From an optimization exercise on the open Yosys and OpenROAD flow, aimed at small area and a short achievable clock period; shortcuts taken in it are not production practice.
No functional check of the RTL was part of any run shown here.

## flow/design.v (module list and top-level ports; edited modules follow where they fit)
// module thumb: 468 lines
// module thumb_mul: 1349 lines
module thumb (read_instruction_n, instruction_address,
              instruction, read_data_n, write_data_n,
              data_address, data_in, data_out, reset_n, clk);
  // ...
==> flow/run.sh <==
#!/bin/bash
# synth_recipe.tcl (not shown) runs the flow's synth.tcl, then flattens the netlist and writes it again
# the make line also repeats each setting of config.mk as NAME=value (left out here)
make -C /OpenROAD-flow-scripts/flow DESIGN_CONFIG=/design/flow/config.mk WORK_HOME=/design/flow/orfs CLKGATE_MAP_FILE= SYNTH_SCRIPT=/design/flow/synth_recipe.tcl finish
==> flow/config.mk <==
export PLATFORM = sky130hd
export DESIGN_NAME = thumb
export DESIGN_NICKNAME = thumb
export VERILOG_FILES = /design/flow/design.v
export SDC_FILE = /design/flow/constraint.sdc
export NUM_CORES = 4
export LEC_CHECK = 0
export ABC_AREA = 1
export CAP_MARGIN = 40
export CORE_MARGIN = 2
export CORE_UTILIZATION = 30
export GPL_ROUTABILITY_DRIVEN = 1
export PLACE_DENSITY = 0.45
export SLEW_MARGIN = 20
==> flow/constraint.sdc <==
create_clock -name core_clock -period 15.0 [get_ports {clk}]
set_input_delay 3.0000 -clock core_clock [delete_from_list [all_inputs] [get_ports {clk}]]
set_output_delay 3.0000 -clock core_clock [all_outputs]
set_load 0.01 [all_outputs]
==> results.yml, run 1 <==
timing:
  worstMarginPinSlew_ns: 1.05
logic_synthesis:
  yosys.area_share.xor_xnor: 0.0714
  synthTopCellsByCount: "1185 x nand2_1, 766 x inv_1, 452 x o21ai_0, 434 x o22ai_1, 365 x nor2_1"
  yosys-top-cells-area: "edfxtp_1 16%, dfxtp_1 12%, nand2_1 9.3%"
  synth_top_area_cell: "edfxtp_1"
  synth_most_common_cell: "nand2_1"
  synth_fa_ha_area_frac: 0.113
  yosysUniqueCellTypes: 79
cells_and_area:
  final_cells: 8316
  clockBufferCount: 102
  biggestCellCategory: "multi-input gates"
  top_register: "R"
critical_path:
  rr_endpoint: "e_b32$_DFF_P_"
  critPathCaptureType: "register"
outcome:
  status: "finished clean"
placed_design:
  io_buffers: 147
  placed_cell_area_sq_um: 52000
hold_path:
  hold_path_depth: 0
cts:
  cts_buffer_depth: 3
floorplan:
  die_h_um: 403
route:
  num_vias: 48100
global_route:
  top_usage_layer: "met2"
==> module thumb, before the edit <==
module thumb (read_instruction_n, instruction_address,
              instruction, read_data_n, write_data_n,
              data_address, data_in, data_out, reset_n, clk);
  output read_instruction_n;
  output [31:0] instruction_address;
  input [15:0] instruction;
  output read_data_n;
  output write_data_n;
  output [31:0] data_address;
  input [31:0] data_in;
  output [31:0] data_out;
  input reset_n;
  input clk;
  reg read_data_n, write_data_n;
  reg [31:0] PC, SP, LR;
  reg [31:0] R [0:7];
  reg [7:0] rvalid;           
  reg N_Flag, Z_Flag, C_Flag, V_Flag;
  reg n_mul, z_exr, z_mul;    
  reg [15:0] IF_IR;
  reg if_bub;                 
  reg branch_taken;
  reg [31:0] opA, opB, opS;
  reg [15:0] e_one, e_two, e_neg;   
  reg e_a32, e_b32, e_cin1, e_cinc;
  reg e_radd, e_rlog, e_rshr, e_rshl, e_rmul;
  reg [3:0] e_tt;
  reg e_fill;
  reg e_fN, e_fZ, e_fC, e_fV;
  reg e_lsr0, e_zpre, e_rorc;
  reg e_wb, e_ld, e_st;
  reg [2:0] e_rd;
  reg [2:0] e_ldt;            
  reg e_spwe, e_lrwe, e_lror1, e_br, e_bc;
  reg [3:0] e_cond;
  reg [31:0] EXR, DR;
  reg w_we, w_ld, w_mul;
  reg [2:0] w_rd;
  reg [2:0] w_ldt;
  assign read_instruction_n = 1'b0;
  assign instruction_address = PC;
  assign data_address = EXR;
  assign data_out = DR;
  integer i;
  wire ldb = w_ldt[0], ldh = w_ldt[1], lds = w_ldt[2];
  wire [31:0] wb_data;
  wire [31:0] P = EXR + DR;
  wire [31:0] wr = w_mul ? P : EXR;
  assign wb_data[7:0] = w_ld ? data_in[7:0] : wr[7:0];
  assign wb_data[15:8] = w_ld ? (ldb ? {8{lds & data_in[7]}} : data_in[15:8])
                              : wr[15:8];
  assign wb_data[31:16] = w_ld ? (ldb ? {16{lds & data_in[7]}} :
                                  ldh ? {16{lds & data_in[15]}} :
                                  data_in[31:16]) : wr[31:16];
  wire exv = ~branch_taken;
  wire cin = e_cinc ? C_Flag : e_cin1;
  wire [32:0] S = {e_a32, opA} + {e_b32, opB} + {32'b0, cin};
  wire [31:0] L;
  genvar g;
  generate for (g = 0; g < 32; g = g + 1) begin : lg
    assign L[g] = e_tt[{opA[g], opB[g]}];
  end endgenerate
  wire [32:0] sh0 = {opA, 1'b0};
  wire [32:0] sh1 = opB[0] ? {e_fill, sh0[32:1]} : sh0;
  wire [32:0] sh2 = opB[1] ? {{2{e_fill}}, sh1[32:2]} : sh1;
  wire [32:0] sh3 = opB[2] ? {{4{e_fill}}, sh2[32:4]} : sh2;
  wire [32:0] sh4 = opB[3] ? {{8{e_fill}}, sh3[32:8]} : sh3;
  wire [32:0] sh5 = opB[4] ? {{16{e_fill}}, sh4[32:16]} : sh4;
  wire [32:0] sh6 = opB[5] ? {{32{e_fill}}, sh5[32]} : sh5;
  wire [31:0] SH = sh6[32:1];
  wire shc = sh6[0];
  wire [31:0] SHL;
  generate for (g = 0; g < 32; g = g + 1) begin : rv
    assign SHL[g] = SH[31-g];
  end endgenerate
  wire [31:0] ms, mc;
  thumb_mul mul (.a(opA), .one(e_one), .two(e_two), .neg(e_neg), .s(ms), .c(mc));
  wire [31:0] res = ({32{e_radd}} & S[31:0]) | ({32{e_rlog}} & L) |
                    ({32{e_rshr}} & SH) | ({32{e_rshl}} & SHL) |
                    ({32{e_rmul}} & ms);
  wire Nn = e_lsr0 ? shc : res[31];
  wire N_eff = n_mul ? P[31] : N_Flag;
  wire Z_eff = z_exr ? (EXR == 32'b0) : (z_mul ? (P == 32'b0) : Z_Flag);
  wire Cn = e_radd ? S[32] : (e_rorc ? opA[31] : shc);
  wire Vn = S[32] ^ S[31];
  reg cpass;
  always @* begin
    case (e_cond)
      4'b0000: cpass = Z_eff;
      4'b0001: cpass = ~Z_eff;
      4'b0010: cpass = C_Flag;
      4'b0011: cpass = ~C_Flag;
      4'b0100: cpass = N_eff;
      4'b0101: cpass = ~N_eff;
      4'b0110: cpass = V_Flag;
      4'b0111: cpass = ~V_Flag;
      4'b1000: cpass = C_Flag & ~Z_eff;
      4'b1001: cpass = ~C_Flag & Z_eff;
      4'b1010: cpass = (N_eff == V_Flag);
      4'b1011: cpass = (N_eff != V_Flag);
      4'b1100: cpass = ~Z_eff & (N_eff == V_Flag);
      4'b1101: cpass = Z_eff & (N_eff != V_Flag);
      default: cpass = 1'b1;
    endcase
  end
  wire sp_we = exv & e_spwe;
  wire lr_we = exv & e_lrwe;
  wire [31:0] SP_next = sp_we ? S[31:0] : SP;
  wire [31:0] LR_next = lr_we ? {S[31:1], S[0] | e_lror1} : LR;
  wire [15:0] ir = IF_IR;
  wire idv = ~if_bub & ~branch_taken;
  function [2:0] hibit;
    input [7:0] l;
    integer k;
    begin
      hibit = 3'd0;
      for (k = 0; k < 8; k = k + 1)
        if (l[k]) hibit = k;
    end
  endfunction
  wire [15:0] in = instruction;
  wire n_dp = (in[15:10] == 6'b010000);
  wire n_i8 = (in[15:13] == 3'b001);
  wire n_push = (in[15:8] == 8'b10110100);
  wire [2:0] ix_n = n_i8 ? in[10:8] : (n_dp ? in[2:0] : in[5:3]);
  wire [2:0] iy_n = n_dp ? in[5:3] : in[8:6];
  wire [2:0] iz_n = n_push ? hibit(in[7:0]) :
                    ((in[15:12] == 4'b1001) ? in[10:8] : in[2:0]);
  reg [2:0] ix, iy, iz;
  always @(posedge clk) begin
    ix <= ix_n; iy <= iy_n; iz <= iz_n;
  end
  wire [2:0] found = hibit(ir[7:0]);
  wire is_push = (ir[15:8] == 8'b10110100);
  function [31:0] rread;
    input [2:0] idx;
    input [255:0] rf;
    input [7:0] vld;
    integer k;
    reg [7:0] sel;
    begin
      sel = 8'b0;
      sel[idx] = 1'b1;
      sel = sel & vld;
      rread = {32{~|sel}};
      for (k = 0; k < 8; k = k + 1)
        rread = rread | ({32{sel[k]}} & rf[32*k +: 32]);
    end
  endfunction
  wire [255:0] rflat = {R[7], R[6], R[5], R[4], R[3], R[2], R[1], R[0]};
  wire [31:0] X = rread(ix, rflat, rvalid);
  wire [31:0] Y = rread(iy, rflat, rvalid);
  wire [31:0] Zr = rread(iz, rflat, rvalid);
  wire fwd = is_push & w_we & (w_rd == iz);
  wire [31:0] Zv = fwd ? wb_data : Zr;
  wire [31:0] Xrev;
  generate for (g = 0; g < 32; g = g + 1) begin : xr
    assign Xrev[g] = X[31-g];
  end endgenerate
  wire [31:0] pc2 = PC + 32'd2;
  reg [2:0] asel;      
  reg [1:0] bsel;      
  reg [3:0] ksel;      
  reg binv;
  reg a32, b32, cin1, cinc;
  reg radd, rlog, rshr, rshl, rmul;
  reg [3:0] tt;
  reg fill_s;          
  reg fN, fZ, fC, fV;
  reg lsr0, rorc;
  reg wb, ld, st;
  reg [2:0] rd, ldt;
  reg spwe, lrwe, lror1, br, bc;
  reg [1:0] amode;     
  reg ror;
  wire [7:0] rs8 = Y[7:0];
  wire [4:0] imm5 = ir[10:6];
  reg [5:0] amt;
  always @* begin
    case (amode)
      2'd0: amt = {1'b0, imm5};
      2'd1: amt = (imm5 == 5'd0) ? 6'd32 : {1'b0, imm5};
      2'd2: amt = (rs8 > 8'd32) ? 6'd33 : rs8[5:0];
      default: amt = ror ? {1'b0, rs8[4:0]} :
                     ((rs8 >= 8'd32) ? 6'd32 : {1'b0, rs8[4:0]});
    endcase
  end
  always @* begin
    asel = 3'd0; bsel = 2'd0; ksel = 4'd0; binv = 1'b0;
    a32 = 1'b0; b32 = 1'b0; cin1 = 1'b0; cinc = 1'b0;
    radd = 1'b0; rlog = 1'b0; rshr = 1'b0; rshl = 1'b0; rmul = 1'b0;
    tt = 4'b0000; fill_s = 1'b0;
    fN = 1'b0; fZ = 1'b0; fC = 1'b0; fV = 1'b0;
    lsr0 = 1'b0; rorc = 1'b0;
    wb = 1'b0; ld = 1'b0; st = 1'b0; rd = ir[2:0]; ldt = 3'b000;
    spwe = 1'b0; lrwe = 1'b0; lror1 = 1'b0; br = 1'b0; bc = 1'b0;
    amode = 2'd0; ror = 1'b0;
    case (ir[15:13])
      3'b000: begin
        if (ir[12:11] == 2'b11) begin     
          radd = 1'b1; wb = 1'b1; fN = 1'b1; fZ = 1'b1;
          bsel = ir[10] ? 2'd2 : 2'd0;    
          ksel = 4'd0;
          binv = ir[9]; b32 = ir[9]; cin1 = ir[9];
          if (ir[10] == 1'b0 || ir[9] == 1'b1 || ir[8:6] != 3'b000) begin
            fC = 1'b1; fV = 1'b1;
          end
        end
        else begin                        
          wb = 1'b1; fN = 1'b1; fZ = 1'b1; fC = 1'b1;
          bsel = 2'd3;
          case (ir[12:11])
            2'b00: begin asel = 3'd1; rshl = 1'b1; amode = 2'd0; end
            2'b01: begin rshr = 1'b1; amode = 2'd1; lsr0 = (imm5 == 5'd0); end
            default: begin rshr = 1'b1; amode = 2'd1; fill_s = 1'b1; end
          endcase
        end
      end
      3'b001: begin                       
        rd = ir[10:8]; fN = 1'b1; fZ = 1'b1;
        bsel = 2'd2; ksel = 4'd1;
        case (ir[12:11])
          2'b00: begin rlog = 1'b1; tt = 4'b1010; wb = 1'b1; end        
          2'b01: begin radd = 1'b1; binv = 1'b1; b32 = 1'b1; cin1 = 1'b1;
                       fC = 1'b1; fV = 1'b1; end                          
          2'b10: begin radd = 1'b1; wb = 1'b1; fC = 1'b1; fV = 1'b1; end  
          default: begin radd = 1'b1; binv = 1'b1; b32 = 1'b1; cin1 = 1'b1;
                       wb = 1'b1; fC = 1'b1; fV = 1'b1; end               
        endcase
      end
      3'b010: begin
        if (ir[12:10] == 3'b000) begin    
          fN = 1'b1; fZ = 1'b1;
          case (ir[9:6])
            4'h0: begin rlog = 1'b1; tt = 4'b1000; wb = 1'b1; end   
            4'h1: begin rlog = 1'b1; tt = 4'b0110; wb = 1'b1; end   
            4'h2: begin asel = 3'd1; bsel = 2'd3; amode = 2'd2; rshl = 1'b1;
                        fC = 1'b1; wb = 1'b1; end                   
            4'h3: begin bsel = 2'd3; amode = 2'd2; rshr = 1'b1;
                        fC = 1'b1; wb = 1'b1; end                   
            4'h4: begin bsel = 2'd3; amode = 2'd3; rshr = 1'b1; fill_s = 1'b1;
                        fC = 1'b1; wb = 1'b1; end                   
            4'h5: begin radd = 1'b1; cinc = 1'b1; fC = 1'b1; fV = 1'b1;
                        wb = 1'b1; end                              
            4'h6: begin radd = 1'b1; bsel = 2'd1; cinc = 1'b1; b32 = |Y[31:1];
                        fC = 1'b1; fV = 1'b1; wb = 1'b1; end       
            4'h7: begin bsel = 2'd3; amode = 2'd3; ror = 1'b1; rshr = 1'b1;
                        fC = (rs8 != 8'd0); rorc = (rs8[4:0] == 5'd0);
                        wb = 1'b1; end                              
            4'h8: begin rlog = 1'b1; tt = 4'b1000; end              
            4'h9: begin radd = 1'b1; asel = 3'd7; binv = 1'b1; b32 = ~Y[31];
                        cin1 = 1'b1; fC = 1'b1; fV = 1'b1; wb = 1'b1; end  
            4'hA: begin radd = 1'b1; binv = 1'b1; b32 = 1'b1; cin1 = 1'b1;
                        fC = 1'b1; fV = 1'b1; end                   
            4'hB: begin radd = 1'b1; fC = 1'b1; fV = 1'b1; end      
            4'hC: begin rlog = 1'b1; tt = 4'b1110; end             
            4'hD: begin rmul = 1'b1; wb = 1'b1; end                 
            4'hE: begin rlog = 1'b1; tt = 4'b0100; wb = 1'b1; end   
            default: begin rlog = 1'b1; tt = 4'b0101; wb = 1'b1; end  
          endcase
        end
        else if (ir[12:11] == 2'b01) begin    
          asel = 3'd3; bsel = 2'd2; ksel = 4'd5; radd = 1'b1;
          ld = 1'b1; wb = 1'b1; rd = ir[10:8];
        end
        else if (ir[12] == 1'b1) begin        
          radd = 1'b1;
          case (ir[11:9])
            3'b000: st = 1'b1;
            3'b001: st = 1'b1;
            3'b010: st = 1'b1;
            3'b011: begin ld = 1'b1; ldt = 3'b101; end
            3'b100: begin ld = 1'b1; ldt = 3'b000; end
            3'b101: begin ld = 1'b1; ldt = 3'b010; end
            3'b110: begin ld = 1'b1; ldt = 3'b001; end
            default: begin ld = 1'b1; ldt = 3'b110; end
          endcase
          wb = ld;
        end
      end
      3'b011: begin                       
        radd = 1'b1; bsel = 2'd2;
        ksel = ir[12] ? 4'd3 : 4'd2;      
        ld = ir[11]; st = ~ir[11]; wb = ir[11];
        ldt = ir[12] ? 3'b001 : 3'b000;
      end
      3'b100: begin
        radd = 1'b1; bsel = 2'd2;
        ld = ir[11]; st = ~ir[11]; wb = ir[11];
        if (ir[12] == 1'b0) begin         
          ksel = 4'd4; ldt = 3'b010;
        end
        else begin                        
          asel = 3'd5; ksel = 4'd5; rd = ir[10:8];
        end
      end
      3'b101: begin
        if (ir[12] == 1'b0) begin         
          radd = 1'b1; bsel = 2'd2; ksel = 4'd5; wb = 1'b1; rd = ir[10:8];
          asel = ir[11] ? 3'd5 : 3'd3;
        end
        else if (ir[11:8] == 4'b0000) begin   
          radd = 1'b1; bsel = 2'd2; ksel = 4'd6; asel = 3'd5; spwe = 1'b1;
          binv = ir[7]; cin1 = ir[7];
        end
        else if (ir[11:8] == 4'b0100) begin   
          radd = 1'b1; bsel = 2'd2; ksel = 4'd8; asel = 3'd5; spwe = 1'b1;
          st = 1'b1;
        end
        else if (ir[11:8] == 4'b1100) begin   
          rlog = 1'b1; tt = 4'b1100; bsel = 2'd2; ksel = 4'd7; asel = 3'd5;
          spwe = 1'b1; ld = 1'b1; wb = 1'b1; rd = found;
        end
      end
      3'b110: begin
        if (ir[12] == 1'b1) begin
          if (ir[11:8] == 4'b1111) begin      
            radd = 1'b1; asel = 3'd2; bsel = 2'd2; ksel = 4'd13; br = 1'b1;
          end
          else if (ir[11:8] != 4'b1110) begin  
            radd = 1'b1; asel = 3'd4; bsel = 2'd2; ksel = 4'd9; bc = 1'b1;
          end
        end
      end
      default: begin
        case (ir[12:11])
          2'b00: begin radd = 1'b1; asel = 3'd4; bsel = 2'd2; ksel = 4'd10;
                       br = 1'b1; end           
          2'b10: begin radd = 1'b1; asel = 3'd2; bsel = 2'd2; ksel = 4'd11;
                       lrwe = 1'b1; end         
          2'b11: begin radd = 1'b1; asel = 3'd6; bsel = 2'd2; ksel = 4'd12;
                       lrwe = 1'b1; lror1 = 1'b1; br = 1'b1; end   
          default: ;
        endcase
      end
    endcase
  end
  reg [31:0] K;
  always @* begin
    case (ksel)
      4'd0: K = {29'b0, ir[8:6]};
      4'd1: K = {24'b0, ir[7:0]};
      4'd2: K = {25'b0, ir[10:6], 2'b0};
      4'd3: K = {27'b0, ir[10:6]};
      4'd4: K = {26'b0, ir[10:6], 1'b0};
      4'd5: K = {22'b0, ir[7:0], 2'b0};
      4'd6: K = {23'b0, ir[6:0], 2'b0};
      4'd7: K = 32'd4;
      4'd8: K = 32'hfffffffc;
      4'd9: K = {{23{ir[7]}}, ir[7:0], 1'b0};
      4'd10: K = {{20{ir[10]}}, ir[10:0], 1'b0};
      4'd11: K = {{9{ir[10]}}, ir[10:0], 12'b0};
      4'd12: K = {20'b0, ir[10:0], 1'b0};
      default: K = 32'hfffffffe;
    endcase
  end
  reg [31:0] A_d, B_d;
  wire [31:0] nY2 = ~Y + 32'd2;
  always @* begin
    case (asel)
      3'd0: A_d = X;
      3'd1: A_d = Xrev;
      3'd2: A_d = PC;
      3'd3: A_d = {PC[31:2], 2'b00};
      3'd4: A_d = pc2;
      3'd5: A_d = SP_next;
      3'd6: A_d = LR_next;
      default: A_d = 32'b0;
    endcase
    case (bsel)
      2'd0: B_d = Y ^ {32{binv}};
      2'd1: B_d = nY2;
      2'd2: B_d = K ^ {32{binv}};
      default: B_d = {26'b0, amt};
    endcase
  end
  always @(posedge clk) begin
    opA <= A_d;
    opB <= B_d;
    opS <= Zv;
    for (i = 0; i < 16; i = i + 1) begin
      e_one[i] <= Y[2*i] ^ ((i == 0) ? 1'b0 : Y[2*i-1]);
      e_two[i] <= (Y[2*i+1] & ~Y[2*i] & ~((i == 0) ? 1'b0 : Y[2*i-1])) |
                  (~Y[2*i+1] & Y[2*i] & ((i == 0) ? 1'b0 : Y[2*i-1]));
      e_neg[i] <= Y[2*i+1];
    end
    e_a32 <= a32; e_b32 <= b32; e_cin1 <= cin1; e_cinc <= cinc;
    e_radd <= radd; e_rlog <= rlog; e_rshr <= rshr; e_rshl <= rshl;
    e_rmul <= rmul;
    e_tt <= tt;
    e_fill <= fill_s & X[31];
    e_lsr0 <= lsr0; e_zpre <= (X == 32'b0); e_rorc <= rorc;
    e_rd <= rd; e_ldt <= ldt;
    e_cond <= ir[11:8];
    e_lror1 <= lror1;
    e_fN <= idv & fN; e_fZ <= idv & fZ; e_fC <= idv & fC; e_fV <= idv & fV;
    e_wb <= idv & wb; e_ld <= idv & ld; e_st <= idv & st;
    e_spwe <= idv & spwe; e_lrwe <= idv & lrwe;
    e_br <= idv & br; e_bc <= idv & bc;
  end
  always @(negedge reset_n or posedge clk) begin
    if (~reset_n) begin
      PC <= 32'b0;
      if_bub <= 1'b1;
    end
    else begin
      PC <= branch_taken ? EXR : pc2;
      if_bub <= branch_taken;
    end
  end
  always @(posedge clk) IF_IR <= instruction;
  always @(negedge reset_n or posedge clk) begin
    if (~reset_n) begin
      branch_taken <= 1'b0;
      read_data_n <= 1'b1;
      write_data_n <= 1'b1;
      w_we <= 1'b0;
      SP <= 32'b0;
      LR <= 32'b0;
      N_Flag <= 1'b0;
      Z_Flag <= 1'b0;
      n_mul <= 1'b0;
      z_exr <= 1'b0;
      z_mul <= 1'b0;
      C_Flag <= 1'b0;
      V_Flag <= 1'b0;
    end
    else begin
      branch_taken <= exv & (e_br | (e_bc & cpass));
      read_data_n <= ~(exv & e_ld);
      write_data_n <= ~(exv & e_st);
      w_we <= exv & e_wb;
      SP <= SP_next;
      LR <= LR_next;
      if (exv & e_fN) begin
        N_Flag <= Nn; n_mul <= e_rmul;
      end
      else begin
        N_Flag <= N_eff; n_mul <= 1'b0;
      end
      if (exv & e_fZ) begin
        Z_Flag <= e_zpre; z_exr <= ~e_lsr0 & ~e_rmul; z_mul <= e_rmul;
      end
      else begin
        Z_Flag <= Z_eff; z_exr <= 1'b0; z_mul <= 1'b0;
      end
      if (exv & e_fC) C_Flag <= Cn;
      if (exv & e_fV) V_Flag <= Vn;
    end
  end
  always @(posedge clk) begin
    EXR <= res;
    DR <= e_rmul ? mc : opS;
    w_mul <= e_rmul;
    w_rd <= e_rd;
    w_ld <= e_ld;
    w_ldt <= e_ldt;
  end
  always @(negedge reset_n or posedge clk) begin
    if (~reset_n)
      rvalid <= 8'b0;
    else if (w_we)
      rvalid[w_rd] <= 1'b1;
  end
  always @(posedge clk) begin
    if (w_we) R[w_rd] <= wb_data;
  end
endmodule
==> run 2: changes to the inputs <==
--- a/flow/design.v
+++ b/flow/design.v
@@ -22,44 +22,50 @@
   reg branch_taken;
   reg [31:0] opA, opB, opS;
   reg [15:0] e_one, e_two, e_neg;   
   reg e_a32, e_b32, e_cin1, e_cinc;
   reg e_radd, e_rlog, e_rshr, e_rshl, e_rmul;
   reg [3:0] e_tt;
   reg e_fill;
   reg e_fN, e_fZ, e_fC, e_fV;
-  reg e_lsr0, e_zpre, e_rorc;
+  reg e_lsr0, e_zpre, e_rorc, e_sbc;
   reg e_wb, e_ld, e_st;
   reg [2:0] e_rd;
   reg [2:0] e_ldt;            
   reg e_spwe, e_lrwe, e_lror1, e_br, e_bc;
   reg [3:0] e_cond;
-  reg [31:0] EXR, DR;
+  reg [31:0] EXR, DR, MR;     
   reg w_we, w_ld, w_mul;
   reg [2:0] w_rd;
   reg [2:0] w_ldt;
   assign read_instruction_n = 1'b0;
   assign instruction_address = PC;
   assign data_address = EXR;
   assign data_out = DR;
   integer i;
   wire ldb = w_ldt[0], ldh = w_ldt[1], lds = w_ldt[2];
   wire [31:0] wb_data;
-  wire [31:0] P = EXR + DR;
+  wire [31:0] q3 = EXR ^ DR ^ MR;
+  wire [31:0] q4 = {(EXR[30:0] & DR[30:0]) | (MR[30:0] & (EXR[30:0] ^ DR[30:0])), 1'b0};
+  wire [31:0] P = q3 + q4;
+  wire Pz = ~|((q3 ^ q4) ^ {q3[30:0] | q4[30:0], 1'b0});
   wire [31:0] wr = w_mul ? P : EXR;
   assign wb_data[7:0] = w_ld ? data_in[7:0] : wr[7:0];
   assign wb_data[15:8] = w_ld ? (ldb ? {8{lds & data_in[7]}} : data_in[15:8])
                               : wr[15:8];
   assign wb_data[31:16] = w_ld ? (ldb ? {16{lds & data_in[7]}} :
                                   ldh ? {16{lds & data_in[15]}} :
                                   data_in[31:16]) : wr[31:16];
   wire exv = ~branch_taken;
   wire cin = e_cinc ? C_Flag : e_cin1;
-  wire [32:0] S = {e_a32, opA} + {e_b32, opB} + {32'b0, cin};
+  wire [33:0] S0 = {e_a32, opA, 1'b1} + {e_b32, opB, cin};
+  wire [32:0] S = S0[33:1];
+  wire [32:0] ag = {e_a32, opA} & {e_b32, opB};
+  wire [32:0] ap = {e_a32, opA} ^ {e_b32, opB};
   wire [31:0] L;
   genvar g;
   generate for (g = 0; g < 32; g = g + 1) begin : lg
     assign L[g] = e_tt[{opA[g], opB[g]}];
   end endgenerate
   wire [32:0] sh0 = {opA, 1'b0};
   wire [32:0] sh1 = opB[0] ? {e_fill, sh0[32:1]} : sh0;
   wire [32:0] sh2 = opB[1] ? {{2{e_fill}}, sh1[32:2]} : sh1;
@@ -68,26 +74,29 @@
   wire [32:0] sh5 = opB[4] ? {{16{e_fill}}, sh4[32:16]} : sh4;
   wire [32:0] sh6 = opB[5] ? {{32{e_fill}}, sh5[32]} : sh5;
   wire [31:0] SH = sh6[32:1];
   wire shc = sh6[0];
   wire [31:0] SHL;
   generate for (g = 0; g < 32; g = g + 1) begin : rv
     assign SHL[g] = SH[31-g];
   end endgenerate
-  wire [31:0] ms, mc;
-  thumb_mul mul (.a(opA), .one(e_one), .two(e_two), .neg(e_neg), .s(ms), .c(mc));
+  wire [31:0] ms, mc, mt;
+  thumb_mul mul (.a(opA), .one(e_one), .two(e_two), .neg(e_neg), .s(ms), .c(mc), .t(mt));
   wire [31:0] res = ({32{e_radd}} & S[31:0]) | ({32{e_rlog}} & L) |
-                    ({32{e_rshr}} & SH) | ({32{e_rshl}} & SHL) |
-                    ({32{e_rmul}} & ms);
+                    ({32{e_rshr}} & SH) | ({32{e_rshl}} & SHL);
   wire Nn = e_lsr0 ? shc : res[31];
   wire N_eff = n_mul ? P[31] : N_Flag;
-  wire Z_eff = z_exr ? (EXR == 32'b0) : (z_mul ? (P == 32'b0) : Z_Flag);
-  wire Cn = e_radd ? S[32] : (e_rorc ? opA[31] : shc);
-  wire Vn = S[32] ^ S[31];
+  wire Z_eff = z_exr ? (EXR == 32'b0) : (z_mul ? Pz : Z_Flag);
+  wire s1ones = ((ag[0] | (ap[0] & cin)) ^ ap[1]) & (&(ag[29:1] ^ ap[30:2]));
+  wire T31 = S[31] ^ (e_sbc & s1ones);
+  wire T32 = S[32] ^ (e_sbc & s1ones & S[31]);
+  wire Cn = e_radd ? T32 : (e_rorc ? opA[31] : shc);
+  wire Vn = T32 ^ T31;
+  wire e_wp = e_rmul | e_sbc;    
   reg cpass;
   always @* begin
     case (e_cond)
       4'b0000: cpass = Z_eff;
       4'b0001: cpass = ~Z_eff;
       4'b0010: cpass = C_Flag;
       4'b0011: cpass = ~C_Flag;
       4'b0100: cpass = N_eff;
@@ -163,16 +172,17 @@
   reg [3:0] ksel;      
   reg binv;
   reg a32, b32, cin1, cinc;
   reg radd, rlog, rshr, rshl, rmul;
   reg [3:0] tt;
   reg fill_s;          
   reg fN, fZ, fC, fV;
   reg lsr0, rorc;
+  reg sbc;             
   reg wb, ld, st;
   reg [2:0] rd, ldt;
   reg spwe, lrwe, lror1, br, bc;
   reg [1:0] amode;     
   reg ror;
   wire [7:0] rs8 = Y[7:0];
   wire [4:0] imm5 = ir[10:6];
   reg [5:0] amt;
@@ -186,17 +196,17 @@
     endcase
   end
   always @* begin
     asel = 3'd0; bsel = 2'd0; ksel = 4'd0; binv = 1'b0;
     a32 = 1'b0; b32 = 1'b0; cin1 = 1'b0; cinc = 1'b0;
     radd = 1'b0; rlog = 1'b0; rshr = 1'b0; rshl = 1'b0; rmul = 1'b0;
     tt = 4'b0000; fill_s = 1'b0;
     fN = 1'b0; fZ = 1'b0; fC = 1'b0; fV = 1'b0;
-    lsr0 = 1'b0; rorc = 1'b0;
+    lsr0 = 1'b0; rorc = 1'b0; sbc = 1'b0;
     wb = 1'b0; ld = 1'b0; st = 1'b0; rd = ir[2:0]; ldt = 3'b000;
     spwe = 1'b0; lrwe = 1'b0; lror1 = 1'b0; br = 1'b0; bc = 1'b0;
     amode = 2'd0; ror = 1'b0;
     case (ir[15:13])
       3'b000: begin
         if (ir[12:11] == 2'b11) begin     
           radd = 1'b1; wb = 1'b1; fN = 1'b1; fZ = 1'b1;
           bsel = ir[10] ? 2'd2 : 2'd0;    
@@ -237,18 +247,18 @@
             4'h2: begin asel = 3'd1; bsel = 2'd3; amode = 2'd2; rshl = 1'b1;
                         fC = 1'b1; wb = 1'b1; end                   
             4'h3: begin bsel = 2'd3; amode = 2'd2; rshr = 1'b1;
                         fC = 1'b1; wb = 1'b1; end                   
             4'h4: begin bsel = 2'd3; amode = 2'd3; rshr = 1'b1; fill_s = 1'b1;
                         fC = 1'b1; wb = 1'b1; end                   
             4'h5: begin radd = 1'b1; cinc = 1'b1; fC = 1'b1; fV = 1'b1;
                         wb = 1'b1; end                              
-            4'h6: begin radd = 1'b1; bsel = 2'd1; cinc = 1'b1; b32 = |Y[31:1];
-                        fC = 1'b1; fV = 1'b1; wb = 1'b1; end       
+            4'h6: begin radd = 1'b1; binv = 1'b1; b32 = 1'b1; cinc = 1'b1;
+                        sbc = 1'b1; fC = 1'b1; fV = 1'b1; wb = 1'b1; end  
             4'h7: begin bsel = 2'd3; amode = 2'd3; ror = 1'b1; rshr = 1'b1;
                         fC = (rs8 != 8'd0); rorc = (rs8[4:0] == 5'd0);
                         wb = 1'b1; end                              
             4'h8: begin rlog = 1'b1; tt = 4'b1000; end              
             4'h9: begin radd = 1'b1; asel = 3'd7; binv = 1'b1; b32 = ~Y[31];
                         cin1 = 1'b1; fC = 1'b1; fV = 1'b1; wb = 1'b1; end  
             4'hA: begin radd = 1'b1; binv = 1'b1; b32 = 1'b1; cin1 = 1'b1;
                         fC = 1'b1; fV = 1'b1; end                   
@@ -350,31 +360,29 @@
       4'd9: K = {{23{ir[7]}}, ir[7:0], 1'b0};
       4'd10: K = {{20{ir[10]}}, ir[10:0], 1'b0};
       4'd11: K = {{9{ir[10]}}, ir[10:0], 12'b0};
       4'd12: K = {20'b0, ir[10:0], 1'b0};
       default: K = 32'hfffffffe;
     endcase
   end
   reg [31:0] A_d, B_d;
-  wire [31:0] nY2 = ~Y + 32'd2;
   always @* begin
     case (asel)
       3'd0: A_d = X;
       3'd1: A_d = Xrev;
       3'd2: A_d = PC;
       3'd3: A_d = {PC[31:2], 2'b00};
       3'd4: A_d = pc2;
       3'd5: A_d = SP_next;
       3'd6: A_d = LR_next;
       default: A_d = 32'b0;
     endcase
     case (bsel)
       2'd0: B_d = Y ^ {32{binv}};
-      2'd1: B_d = nY2;
       2'd2: B_d = K ^ {32{binv}};
       default: B_d = {26'b0, amt};
     endcase
   end
   always @(posedge clk) begin
     opA <= A_d;
     opB <= B_d;
     opS <= Zv;
@@ -384,17 +392,17 @@
                   (~Y[2*i+1] & Y[2*i] & ((i == 0) ? 1'b0 : Y[2*i-1]));
       e_neg[i] <= Y[2*i+1];
     end
     e_a32 <= a32; e_b32 <= b32; e_cin1 <= cin1; e_cinc <= cinc;
     e_radd <= radd; e_rlog <= rlog; e_rshr <= rshr; e_rshl <= rshl;
     e_rmul <= rmul;
     e_tt <= tt;
     e_fill <= fill_s & X[31];
-    e_lsr0 <= lsr0; e_zpre <= (X == 32'b0); e_rorc <= rorc;
+    e_lsr0 <= lsr0; e_zpre <= (X == 32'b0); e_rorc <= rorc; e_sbc <= sbc;
     e_rd <= rd; e_ldt <= ldt;
     e_cond <= ir[11:8];
     e_lror1 <= lror1;
     e_fN <= idv & fN; e_fZ <= idv & fZ; e_fC <= idv & fC; e_fV <= idv & fV;
     e_wb <= idv & wb; e_ld <= idv & ld; e_st <= idv & st;
     e_spwe <= idv & spwe; e_lrwe <= idv & lrwe;
     e_br <= idv & br; e_bc <= idv & bc;
   end
@@ -428,53 +436,54 @@
     else begin
       branch_taken <= exv & (e_br | (e_bc & cpass));
       read_data_n <= ~(exv & e_ld);
       write_data_n <= ~(exv & e_st);
       w_we <= exv & e_wb;
       SP <= SP_next;
       LR <= LR_next;
       if (exv & e_fN) begin
-        N_Flag <= Nn; n_mul <= e_rmul;
+        N_Flag <= Nn; n_mul <= e_wp;
       end
       else begin
         N_Flag <= N_eff; n_mul <= 1'b0;
       end
       if (exv & e_fZ) begin
-        Z_Flag <= e_zpre; z_exr <= ~e_lsr0 & ~e_rmul; z_mul <= e_rmul;
+        Z_Flag <= e_zpre; z_exr <= ~e_lsr0 & ~e_wp; z_mul <= e_wp;
       end
       else begin
         Z_Flag <= Z_eff; z_exr <= 1'b0; z_mul <= 1'b0;
       end
       if (exv & e_fC) C_Flag <= Cn;
       if (exv & e_fV) V_Flag <= Vn;
     end
   end
   always @(posedge clk) begin
-    EXR <= res;
-    DR <= e_rmul ? mc : opS;
-    w_mul <= e_rmul;
+    EXR <= e_rmul ? ms : res;
+    MR <= {32{e_rmul}} & mt;
+    DR <= e_rmul ? mc : (e_sbc ? 32'd2 : opS);
+    w_mul <= e_wp;
     w_rd <= e_rd;
     w_ld <= e_ld;
     w_ldt <= e_ldt;
   end
   always @(negedge reset_n or posedge clk) begin
     if (~reset_n)
       rvalid <= 8'b0;
     else if (w_we)
       rvalid[w_rd] <= 1'b1;
   end
   always @(posedge clk) begin
     if (w_we) R[w_rd] <= wb_data;
   end
 endmodule
-module thumb_mul (a, one, two, neg, s, c);
+module thumb_mul (a, one, two, neg, s, c, t);
   input [31:0] a;
   input [15:0] one, two, neg;
-  output [31:0] s, c;
+  output [31:0] s, c, t;
   wire one0 = one[0];
   wire two0 = two[0];
   wire neg0 = neg[0];
   wire pp0_0 = ((one0 & a[0]) | (two0 & 1'b0)) ^ neg0;
   wire pp0_1 = ((one0 & a[1]) | (two0 & a[0])) ^ neg0;
   wire pp0_2 = ((one0 & a[2]) | (two0 & a[1])) ^ neg0;
   wire pp0_3 = ((one0 & a[3]) | (two0 & a[2])) ^ neg0;
   wire pp0_4 = ((one0 & a[4]) | (two0 & a[3])) ^ neg0;
@@ -1625,193 +1634,105 @@
   wire fs417;
   wire fc418;
   assign fs417 = fs357 ^ fs359 ^ fc354;
   assign fc418 = (fs357 & fs359) | (fc354 & (fs357 ^ fs359));
   wire fs419;
   wire fc420;
   assign fs419 = fs361 ^ fs363 ^ fc358;
   assign fc420 = (fs361 & fs363) | (fc358 & (fs361 ^ fs363));
-  wire hs421;
-  wire hc422;
-  assign hs421 = pp0_2 ^ pp1_2;
-  assign hc422 = pp0_2 & pp1_2;
-  wire hs423;
-  wire hc424;
-  assign hs423 = pp0_3 ^ pp1_3;
-  assign hc424 = pp0_3 & pp1_3;
-  wire fs425;
-  wire fc426;
-  assign fs425 = pp2_4 ^ neg2 ^ hs365;
-  assign fc426 = (pp2_4 & neg2) | (hs365 & (pp2_4 ^ neg2));
-  wire fs427;
-  wire fc428;
-  assign fs427 = pp2_5 ^ hs367 ^ hc366;
-  assign fc428 = (pp2_5 & hs367) | (hc366 & (pp2_5 ^ hs367));
-  wire fs429;
-  wire fc430;
-  assign fs429 = hs265 ^ fs369 ^ hc368;
-  assign fc430 = (hs265 & fs369) | (hc368 & (hs265 ^ fs369));
-  wire fs431;
-  wire fc432;
-  assign fs431 = hc266 ^ fs371 ^ fc370;
-  assign fc432 = (hc266 & fs371) | (fc370 & (hc266 ^ fs371));
-  wire fs433;
-  wire fc434;
-  assign fs433 = hc268 ^ fs373 ^ fc372;
-  assign fc434 = (hc268 & fs373) | (fc372 & (hc268 ^ fs373));
-  wire fs435;
-  wire fc436;
-  assign fs435 = hc272 ^ fs375 ^ fc374;
-  assign fc436 = (hc272 & fs375) | (fc374 & (hc272 ^ fs375));
-  wire fs437;
-  wire fc438;
-  assign fs437 = hc276 ^ fs377 ^ fc376;
-  assign fc438 = (hc276 & fs377) | (fc376 & (hc276 ^ fs377));
-  wire fs439;
-  wire fc440;
-  assign fs439 = fc280 ^ fs379 ^ fc378;
-  assign fc440 = (fc280 & fs379) | (fc378 & (fc280 ^ fs379));
-  wire fs441;
-  wire fc442;
-  assign fs441 = fc284 ^ fs381 ^ fc380;
-  assign fc442 = (fc284 & fs381) | (fc380 & (fc284 ^ fs381));
-  wire fs443;
-  wire fc444;
-  assign fs443 = fc288 ^ fs383 ^ fc382;
-  assign fc444 = (fc288 & fs383) | (fc382 & (fc288 ^ fs383));
-  wire fs445;
-  wire fc446;
-  assign fs445 = fc292 ^ fs385 ^ fc384;
-  assign fc446 = (fc292 & fs385) | (fc384 & (fc292 ^ fs385));
-  wire fs447;
-  wire fc448;
-  assign fs447 = fc296 ^ fs387 ^ fc386;
-  assign fc448 = (fc296 & fs387) | (fc386 & (fc296 ^ fs387));
-  wire fs449;
-  wire fc450;
-  assign fs449 = fc300 ^ fs389 ^ fc388;
-  assign fc450 = (fc300 & fs389) | (fc388 & (fc300 ^ fs389));
-  wire fs451;
-  wire fc452;
-  assign fs451 = fc304 ^ fs391 ^ fc390;
-  assign fc452 = (fc304 & fs391) | (fc390 & (fc304 ^ fs391));
-  wire fs453;
-  wire fc454;
-  assign fs453 = fc308 ^ fs393 ^ fc392;
-  assign fc454 = (fc308 & fs393) | (fc392 & (fc308 ^ fs393));
-  wire fs455;
-  wire fc456;
-  assign fs455 = fc312 ^ fs395 ^ fc394;
-  assign fc456 = (fc312 & fs395) | (fc394 & (fc312 ^ fs395));
-  wire fs457;
-  wire fc458;
-  assign fs457 = fc316 ^ fs397 ^ fc396;
-  assign fc458 = (fc316 & fs397) | (fc396 & (fc316 ^ fs397));
-  wire fs459;
-  wire fc460;
-  assign fs459 = fc320 ^ fs399 ^ fc398;
-  assign fc460 = (fc320 & fs399) | (fc398 & (fc320 ^ fs399));
-  wire fs461;
-  wire fc462;
-  assign fs461 = fc324 ^ fs401 ^ fc400;
-  assign fc462 = (fc324 & fs401) | (fc400 & (fc324 ^ fs401));
-  wire fs463;
-  wire fc464;
-  assign fs463 = fc328 ^ fs403 ^ fc402;
-  assign fc464 = (fc328 & fs403) | (fc402 & (fc328 ^ fs403));
-  wire fs465;
-  wire fc466;
-  assign fs465 = fc332 ^ fs405 ^ fc404;
-  assign fc466 = (fc332 & fs405) | (fc404 & (fc332 ^ fs405));
-  wire fs467;
-  wire fc468;
-  assign fs467 = fc336 ^ fs407 ^ fc406;
-  assign fc468 = (fc336 & fs407) | (fc406 & (fc336 ^ fs407));
-  wire fs469;
-  wire fc470;
-  assign fs469 = fc340 ^ fs409 ^ fc408;
-  assign fc470 = (fc340 & fs409) | (fc408 & (fc340 ^ fs409));
-  wire fs471;
-  wire fc472;
-  assign fs471 = fc344 ^ fs411 ^ fc410;
-  assign fc472 = (fc344 & fs411) | (fc410 & (fc344 ^ fs411));
-  wire fs473;
-  wire fc474;
-  assign fs473 = fc348 ^ fs413 ^ fc412;
-  assign fc474 = (fc348 & fs413) | (fc412 & (fc348 ^ fs413));
-  wire fs475;
-  wire fc476;
-  assign fs475 = fc352 ^ fs415 ^ fc414;
-  assign fc476 = (fc352 & fs415) | (fc414 & (fc352 ^ fs415));
-  wire fs477;
-  wire fc478;
-  assign fs477 = fc356 ^ fs417 ^ fc416;
-  assign fc478 = (fc356 & fs417) | (fc416 & (fc356 ^ fs417));
-  wire fs479;
-  wire fc480;
-  assign fs479 = fc360 ^ fs419 ^ fc418;
-  assign fc480 = (fc360 & fs419) | (fc418 & (fc360 ^ fs419));
   assign s[0] = pp0_0;
   assign c[0] = neg0;
+  assign t[0] = 1'b0;
   assign s[1] = pp0_1;
   assign c[1] = 1'b0;
-  assign s[2] = neg1;
-  assign c[2] = hs421;
-  assign s[3] = hs423;
-  assign c[3] = hc422;
-  assign s[4] = fs425;
-  assign c[4] = hc424;
-  assign s[5] = fs427;
-  assign c[5] = fc426;
-  assign s[6] = fs429;
-  assign c[6] = fc428;
-  assign s[7] = fs431;
-  assign c[7] = fc430;
-  assign s[8] = fs433;
-  assign c[8] = fc432;
-  assign s[9] = fs435;
-  assign c[9] = fc434;
-  assign s[10] = fs437;
-  assign c[10] = fc436;
-  assign s[11] = fs439;
-  assign c[11] = fc438;
-  assign s[12] = fs441;
-  assign c[12] = fc440;
-  assign s[13] = fs443;
-  assign c[13] = fc442;
-  assign s[14] = fs445;
-  assign c[14] = fc444;
-  assign s[15] = fs447;
-  assign c[15] = fc446;
-  assign s[16] = fs449;
-  assign c[16] = fc448;
-  assign s[17] = fs451;
-  assign c[17] = fc450;
-  assign s[18] = fs453;
-  assign c[18] = fc452;
-  assign s[19] = fs455;
-  assign c[19] = fc454;
-  assign s[20] = fs457;
-  assign c[20] = fc456;
-  assign s[21] = fs459;
-  assign c[21] = fc458;
-  assign s[22] = fs461;
-  assign c[22] = fc460;
-  assign s[23] = fs463;
-  assign c[23] = fc462;
-  assign s[24] = fs465;
-  assign c[24] = fc464;
-  assign s[25] = fs467;
-  assign c[25] = fc466;
-  assign s[26] = fs469;
-  assign c[26] = fc468;
-  assign s[27] = fs471;
-  assign c[27] = fc470;
-  assign s[28] = fs473;
-  assign c[28] = fc472;
-  assign s[29] = fs475;
-  assign c[29] = fc474;
-  assign s[30] = fs477;
-  assign c[30] = fc476;
-  assign s[31] = fs479;
-  assign c[31] = fc478;
+  assign t[1] = 1'b0;
+  assign s[2] = pp0_2;
+  assign c[2] = pp1_2;
+  assign t[2] = neg1;
+  assign s[3] = pp0_3;
+  assign c[3] = pp1_3;
+  assign t[3] = 1'b0;
+  assign s[4] = pp2_4;
+  assign c[4] = neg2;
+  assign t[4] = hs365;
+  assign s[5] = pp2_5;
+  assign c[5] = hs367;
+  assign t[5] = hc366;
+  assign s[6] = hs265;
+  assign c[6] = fs369;
+  assign t[6] = hc368;
+  assign s[7] = hc266;
+  assign c[7] = fs371;
+  assign t[7] = fc370;
+  assign s[8] = hc268;
+  assign c[8] = fs373;
+  assign t[8] = fc372;
+  assign s[9] = hc272;
+  assign c[9] = fs375;
+  assign t[9] = fc374;
+  assign s[10] = hc276;
+  assign c[10] = fs377;
+  assign t[10] = fc376;
+  assign s[11] = fc280;
+  assign c[11] = fs379;
+  assign t[11] = fc378;
+  assign s[12] = fc284;
+  assign c[12] = fs381;
+  assign t[12] = fc380;
+  assign s[13] = fc288;
+  assign c[13] = fs383;
+  assign t[13] = fc382;
+  assign s[14] = fc292;
+  assign c[14] = fs385;
+  assign t[14] = fc384;
+  assign s[15] = fc296;
+  assign c[15] = fs387;
+  assign t[15] = fc386;
+  assign s[16] = fc300;
+  assign c[16] = fs389;
+  assign t[16] = fc388;
+  assign s[17] = fc304;
+  assign c[17] = fs391;
+  assign t[17] = fc390;
+  assign s[18] = fc308;
+  assign c[18] = fs393;
+  assign t[18] = fc392;
+  assign s[19] = fc312;
+  assign c[19] = fs395;
+  assign t[19] = fc394;
+  assign s[20] = fc316;
+  assign c[20] = fs397;
+  assign t[20] = fc396;
+  assign s[21] = fc320;
+  assign c[21] = fs399;
+  assign t[21] = fc398;
+  assign s[22] = fc324;
+  assign c[22] = fs401;
+  assign t[22] = fc400;
+  assign s[23] = fc328;
+  assign c[23] = fs403;
+  assign t[23] = fc402;
+  assign s[24] = fc332;
+  assign c[24] = fs405;
+  assign t[24] = fc404;
+  assign s[25] = fc336;
+  assign c[25] = fs407;
+  assign t[25] = fc406;
+  assign s[26] = fc340;
+  assign c[26] = fs409;
+  assign t[26] = fc408;
+  assign s[27] = fc344;
+  assign c[27] = fs411;
+  assign t[27] = fc410;
+  assign s[28] = fc348;
+  assign c[28] = fs413;
+  assign t[28] = fc412;
+  assign s[29] = fc352;
+  assign c[29] = fs415;
+  assign t[29] = fc414;
+  assign s[30] = fc356;
+  assign c[30] = fs417;
+  assign t[30] = fc416;
+  assign s[31] = fc360;
+  assign c[31] = fs419;
+  assign t[31] = fc418;
 endmodule
==> flow/flow/run.sh (new file) <==
#!/bin/bash
export BUFFER_PORTS_ARGS="-buffer_cell sky130_fd_sc_hd__buf_4"
bash standard.sh > standard.log 2>&1
==> flow/standard.sh (new file) <==
#!/bin/bash
# synth_recipe.tcl (not shown) runs the flow's synth.tcl, then flattens the netlist and writes it again
# the make line also repeats each setting of config.mk as NAME=value (left out here)
make -C /OpenROAD-flow-scripts/flow DESIGN_CONFIG=/design/flow/config.mk WORK_HOME=/design/flow/orfs CLKGATE_MAP_FILE= SYNTH_SCRIPT=/design/flow/synth_recipe.tcl "${@:-finish}"
==> flow/config.mk (replaced) <==
export PLATFORM = sky130hd
export DESIGN_NAME = thumb
export DESIGN_NICKNAME = thumb
export VERILOG_FILES = /design/flow/design.v
export SDC_FILE = /design/flow/constraint.sdc
export NUM_CORES = 4
export LEC_CHECK = 0
export ABC_AREA = 1
export CAP_MARGIN = 20
export CORE_MARGIN = 2
export CORE_UTILIZATION = 45
export CTS_CLUSTER_DIAMETER = 100
export CTS_CLUSTER_SIZE = 20
export GPL_ROUTABILITY_DRIVEN = 1
export PLACE_DENSITY = 0.6
export SLEW_MARGIN = 20
removed: flow/run.sh
==> run 2 against run 1 <==
Against the previous run: still clean; sequential cell count grew 30; first-iteration DRC count up 25%; core utilization increased by 15 points; hold slack better by 0.0069 ns; cell count down 5.8%; global-route usage is 9.9 points higher; die area decreased by 31%.
==> results.yml, run 2 <==
critical_path:
  crit_slowest_cell: "dfxtp_1"
  startpoint_type: "register"
  critical_path_class: "reg -> reg"
  cp_num_buf_inv: 1
  cp_max_fo: 9
  max_stage_delay_ns: 0.82
  worstPathRequired_ns: 15.30
  worst_ep_arrival_time_ns: 5.26
  critPathCaptureType: "register"
  crit_path_frequent_cell: "nand2_1"
  path_cells: "fa_1 -> ha_1 -> nand2_1 -> inv_1 -> nand2_1 -> nand3_1 -> nand2_1 -> nand2_1 -> a31oi_1 -> o21bai_1 -> a21oi_1 -> nor2_1 -> nor3b_1 -> o21ai_0"
  crit_family: "simple AND/OR/NAND/NOR gates"
cells_and_area:
  fin_util: 0.493
  drive_gt1_frac: 0.0741
  fillers: 10700
  final_cells: 7831
  top_register: "R"
  layout_common_cells: "1164 x nand2_1, 880 x inv_1, 445 x o21ai_0"
  fin_nets: 6731
  area_growth_pct: 8.45
  final_common_cell: "nand2_1"
  largest_reg_flops: 256
global_route:
  grt_overflow_total: 0
  grt_max_degree: 71
  antenna_found_initial: 13
  grt_pass1_vias: 45500
  grt_usage: 0.417
  grt_pass1_wl_um: 335000
placed_design:
  pre_cts_ws_ns: 10.12
  dpl.cell_count: 7748
  io_buffers: 147
  gp_congestion: 1.04
  hpwl_um: 179000
timing:
  fmax_mhz: 202
  layout_setup_ws_ns: 10.04
  period_share: 0.330
  rsz0062_at_grt: "no"
  setup_viol: 0
  fin_skew_ns: 0.0417
  setup_tns_ns: 0
  worstMarginPinSlew_ns: 1.24
  max-slew-margin-rel: 0.172
  finalHoldViolCount: 0
  slew_viol_final: 0
  period_minus_slack_ns: 4.96
logic_synthesis:
  synth.ff_latch_count: 679
  synth_top_cell_area_share: 0.155
  synth_most_common_cell: "nand2_1"
  yosys_warnings: 1
  synth_edf_count: 256
  yosysUniqueCellTypes: 75
  synthCells: 6315
  yosys_most_used_dff: "dfxtp_1"
  synth_top_area_cell: "edfxtp_1"
  synth-async-reset-ratio: 0.169
  yosys-top-cells-area: "edfxtp_1 15%, dfxtp_1 12%, fa_1 8.8%"
  synthTopCellsByCount: "1164 x nand2_1, 882 x inv_1, 445 x o21ai_0, 442 x nor2_1, 413 x o22ai_1"
  yosysSeqAreaShare: 0.337
  syn_area_sq_um: 49600
  syn-num-nets: 6728
  synth_area_per_cell_sq_um: 7.85
job:
  drv_cap: 0
cts:
  clk_latency_ns: 0.70
  cts-root-buf: "clkbuf_16"
  h-tree-depth: 2
  cts_tree: "done"
  cts_buffers: 44
  cts_resized: 0
  clk_pin_slew_ns: 0.09
  clkSinkCount: 679
  postCtsHoldBufs: 0
  post_cts_buffers: 0
  cts_buffer_depth: 3
floorplan:
  rows: 121
  die_h_um: 336
  dieArea_sq_um: 113000
  start_util: 0.454
  core_sq_um: 109000
  chipWidth_um: 336
  num_io_pins: 149
route:
  wl_um: 241000
  drc_errors: 0
  wl_per_cell_um: 30.8
  antenna_left: 0
  num_vias: 49100
  vias_per_cell: 6.27
  drt_iter0_markers: 7838
  dr.pass1.iters: 9
outcome:
  status: "finished clean"
hold_path:
  min_path_type: "reg -> reg"
-- run 2: layout make-up --
| class | instances | area (sq um) | share of cell area |
|---|---|---|---|
| Timing Repair Buffer | 285 | 2140 | 0.0398 |
| Clock inverter | 13 | 164 | 0.00305 |
| Inverter | 935 | 3520 | 0.0655 |
| Antenna cell | 1 | 2.50 | 0.0000465 |
| Tap cell | 1476 | 1850 | 0.0343 |
| Multi-Input combinational cell | 4373 | 28200 | 0.523 |
| Sequential cell | 679 | 16700 | 0.311 |
| Clock buffer | 69 | 1210 | 0.0226 |
-- run 2: cell families after synthesis --
| kind of cell | count (synthesis) | synth area share |
|---|---|---|
| AO/OA/AOI/OAI | 1555 | 0.194 |
| XOR/XNOR | 380 | 0.0671 |
| multiplexers | 19 | 0.00391 |
| AND/OR/NAND/NOR | 2055 | 0.176 |
| adder cells (fa/ha/maj) | 363 | 0.125 |
| other | 1 | 0.0000756 |
| flip-flops | 679 | 0.337 |
| buffers and inverters | 1263 | 0.0976 |
-- run 2: final timing paths --
kind,cells past startpoint,end,slack (ns),start
setup / recovery,14,R[6][29]$_DFFE_PP_,10.04,EXR[6]$_DFF_P_
hold / removal,0,w_ldt[0]$_DFF_P_,0.34,e_ldt[0]$_DFF_P_
setup reg to reg,14,R[6][29]$_DFFE_PP_,10.04,EXR[6]$_DFF_P_
hold reg to reg,0,w_ldt[0]$_DFF_P_,0.34,e_ldt[0]$_DFF_P_
max in group asynchronous,2,LR[0]$_DFF_PN0_,11.35,reset_n
min in group asynchronous,1,rvalid[4]$_DFFE_PN0P_,2.25,reset_n
-- run 2: layer usage --
| layer | global-route usage | up-vias | share of wire |
|---|---|---|---|
| met2 | 0.604 | 3492 | 0.41 |
| li1 | - | 21300 | - |
| met5 | 0 | - | 0.00043 |
| met1 | 0.537 | 23500 | 0.38 |
| met4 | 0.271 | 16 | 0.080 |
| met3 | 0.130 | 794 | 0.13 |
-- run 2: per-stage QoR --
stage,instance area (sq um),hold slack (ns)
2_1_floorplan,49600,0.310
3_3_place_gp,52400,0.316
3_5_place_dp,52400,0.315
4_1_cts,53800,0.334
5_1_grt,53800,0.346
6_report,53800,0.335
==> run 3: changes to the inputs <==
==> flow/flow/run.sh (replaced) <==
#!/bin/bash
export BUFFER_PORTS_ARGS="-buffer_cell sky130_fd_sc_hd__buf_4"
bash standard.sh SETUP_SLACK_MARGIN=10.4 finish > standard.log 2>&1
==> run 3 against run 2 <==
Against the previous run: highest routed layer unchanged; synthesized cell count stayed put; critical endpoint is now DR[31]$_DFF_P_; non-clock buffer count grew 2; still clean on timing, DRC and antenna; via count up 0.52%; first-iteration DRC count increased by 0.10%; cell count is essentially flat; final area grew 0.21%; clock-buffer cell count unchanged.
==> results.yml, run 3 <==
critical_path:
  startpoint_type: "register"
  crit_family: "adder cells"
  cp_num_buf_inv: 1
  worstPathRequired_ns: 15.55
  critical_path_class: "reg -> reg"
  path_cells: "clkinv_2 -> o22ai_1 -> xor2_1 -> fa_1 -> fa_1 -> fa_1 -> fa_1 -> xnor2_1 -> xor2_1 -> xor2_1 -> xor2_1 -> xnor2_1 -> nand2_1 -> nand2_1 -> o21ai_0"
  cp_max_fo: 17
  worst_ep_arrival_time_ns: 5.20
  critPathCaptureType: "register"
  reg2regPathDepth: 15
  cp.depth: 15
  max_stage_delay_ns: 0.58
  crit_slowest_cell: "dfxtp_1"
floorplan:
  start_util: 0.454
  dieArea_sq_um: 113000
  rows: 121
  num_io_pins: 149
  core_sq_um: 109000
  chipWidth_um: 336
  die_h_um: 336
logic_synthesis:
  synth_top_cell_area_share: 0.155
  syn-num-nets: 6728
  yosysSeqAreaShare: 0.337
  synth.ff_latch_count: 679
  syn_area_sq_um: 49600
  yosys_warnings: 1
  synthCells: 6315
  synth_top_family_by_area: "compound AO/OA/AOI/OAI gates"
  synth_compound_area_frac: 0.194
  yosysUniqueCellTypes: 75
  synthSimpleGateAreaFrac: 0.176
  synth_most_common_cell: "nand2_1"
  yosys_most_used_dff: "dfxtp_1"
  yosys-top-cells-area: "edfxtp_1 15%, dfxtp_1 12%, fa_1 8.8%"
  synth_edf_count: 256
  synth_area_per_cell_sq_um: 7.85
  yosys.area_share.xor_xnor: 0.0671
  synthMuxAreaShare: 0.00391
  synthTopCellsByCount: "1164 x nand2_1, 882 x inv_1, 445 x o21ai_0, 442 x nor2_1, 413 x o22ai_1"
  synth_fa_ha_area_frac: 0.125
  synth_top_area_cell: "edfxtp_1"
  synth-async-reset-ratio: 0.169
cells_and_area:
  final_cells: 7835
  fillers: 10700
  largest_reg_flops: 256
  drive_gt1_frac: 0.0794
  area_growth_pct: 8.67
  fin_util: 0.494
  stdcell_area_sq_um: 53900
  layout_common_cells: "1162 x nand2_1, 878 x inv_1, 444 x o21ai_0"
  final_common_cell: "nand2_1"
  fin_nets: 6734
  multiInputGateArea_sq_um: 28200
  top_register: "R"
  regArea_sq_um: 16800
route:
  drt_iter0_markers: 7846
  vias_per_cell: 6.30
  wl_um: 241000
  dr.pass1.iters: 9
  antenna_left: 0
  wl_per_cell_um: 30.8
  num_vias: 49400
  drc_errors: 0
cts:
  cts_tree: "done"
  cts_buffers: 44
  clkSinkCount: 679
  clk_pin_slew_ns: 0.10
  h-tree-depth: 2
  cts_buffer_depth: 3
  cts-root-buf: "clkbuf_16"
  clk_latency_ns: 0.70
  postCtsHoldBufs: 0
placed_design:
  pre_cts_ws_ns: 10.12
  io_buffers: 147
  placed_cell_area_sq_um: 52400
  hpwl_um: 179000
  gp_congestion: 1.04
  dpl.cell_count: 7748
hold_path:
  min_path_type: "reg -> reg"
  hold_path_depth: 0
timing:
  fmax_mhz: 215
  worstMarginPinSlew_ns: 1.23
  rsz0062_at_grt: "yes"
  fin_skew_ns: 0.0432
  setup_tns_ns: 0
  layout_setup_ws_ns: 10.35
  whs_ns: 0.332
  period_share: 0.310
  finalHoldViolCount: 0
  max-slew-margin-rel: 0.173
  setup_viol: 0
  slew_viol_final: 0
  period_minus_slack_ns: 4.65
global_route:
  grt_usage: 0.417
  antenna_found_initial: 13
  grt_pass1_vias: 45500
  grt_overflow_total: 0
  grt_pass1_wl_um: 335000
  grt_max_degree: 71
outcome:
  status: "finished clean"
job:
  drv_cap: 0
## run 3: changes by cell type in the layout (fill, tap and decap cells not counted), sizes merged
cell and delta:
clkinvlp +3, buf +2, inv -2, clkinv -1, diode +1, nor2 +1
## run 3: final cells by class
cell class,instances,share of cell area
clock buffer,69,0.0225
clock inverter,13,0.00304
antenna,2,0.0000929
inverter,935,0.0656
timing repair buffer,287,0.0401
sequential,679,0.311
tap,1476,0.0343
multi-input combinational,4374,0.523
## run 3: worst paths after layout
kind                                       start                     to  slack [ns]
worst max register to register   opA[16]$_DFF_P_         DR[31]$_DFF_P_       10.35
worst min register to register  e_ldt[0]$_DFF_P_       w_ldt[0]$_DFF_P_        0.33
max in group asynchronous                reset_n        LR[0]$_DFF_PN0_       11.35
worst min-delay path            e_ldt[0]$_DFF_P_       w_ldt[0]$_DFF_P_        0.33
min in group asynchronous                reset_n  rvalid[4]$_DFFE_PN0P_        2.24
worst max-delay path             opA[16]$_DFF_P_         DR[31]$_DFF_P_       10.35
## run 3: per-layer routing
layer,wire length (um),track usage,vias to the layer above,share of wire
met2,98500,0.601,3547,0.41
met4,20100,0.277,18,0.084
met1,90900,0.538,23700,0.38
li1,-,-,21300,-
met3,31300,0.127,836,0.13
met5,116,0,-,0.00048
## run 3: cell families after synthesis
group,Yosys count
multiplexers,19
other,1
flip-flops,679
XOR/XNOR,380
buffers and inverters,1263
AND/OR/NAND/NOR,2055
AO/OA/AOI/OAI,1555
adder cells (fa/ha/maj),363
## run 3: what timing repair did
action / in CTS / in global routing
setup endpoints to repair: 14 / 53
gates cloned: 0 / 1
pin swaps: 0 / 1
resized for setup: 15 / 18
setup buffers: 2 / 0
endpoints found under the hold margin: 0 / 0

afterwards: timing with drivers on the ports:
The results above use ideal ports. As a check the final layouts listed here were re-extracted and re-timed, cells and wires unchanged.
Step 1, drivers: a clkbuf_16 drives clk and a buf_2 each remaining input, both assumed.
Step 2, shift: input delay + t, output delay - t, t = (earliest + latest rising clock arrival at the registers) / 2. This alone moves slack from input paths to output paths.
Three values: ideal, step 1, step 2; two values: the first two.
run	t (ns)	setup WS [ns]	pins driven straight from the clock port
run 1	0.783	9.119 / 9.119 / 9.119	1
run 2	0.764	10.043 / 10.043 / 10.037	1
run 3	0.767	10.352 / 10.274 / 9.962	1
After both steps setup and hold are still met in every run listed. The setup slack of run 3, which loses most, moves by -0.078 ns with the drivers and by -0.390 ns with both steps.
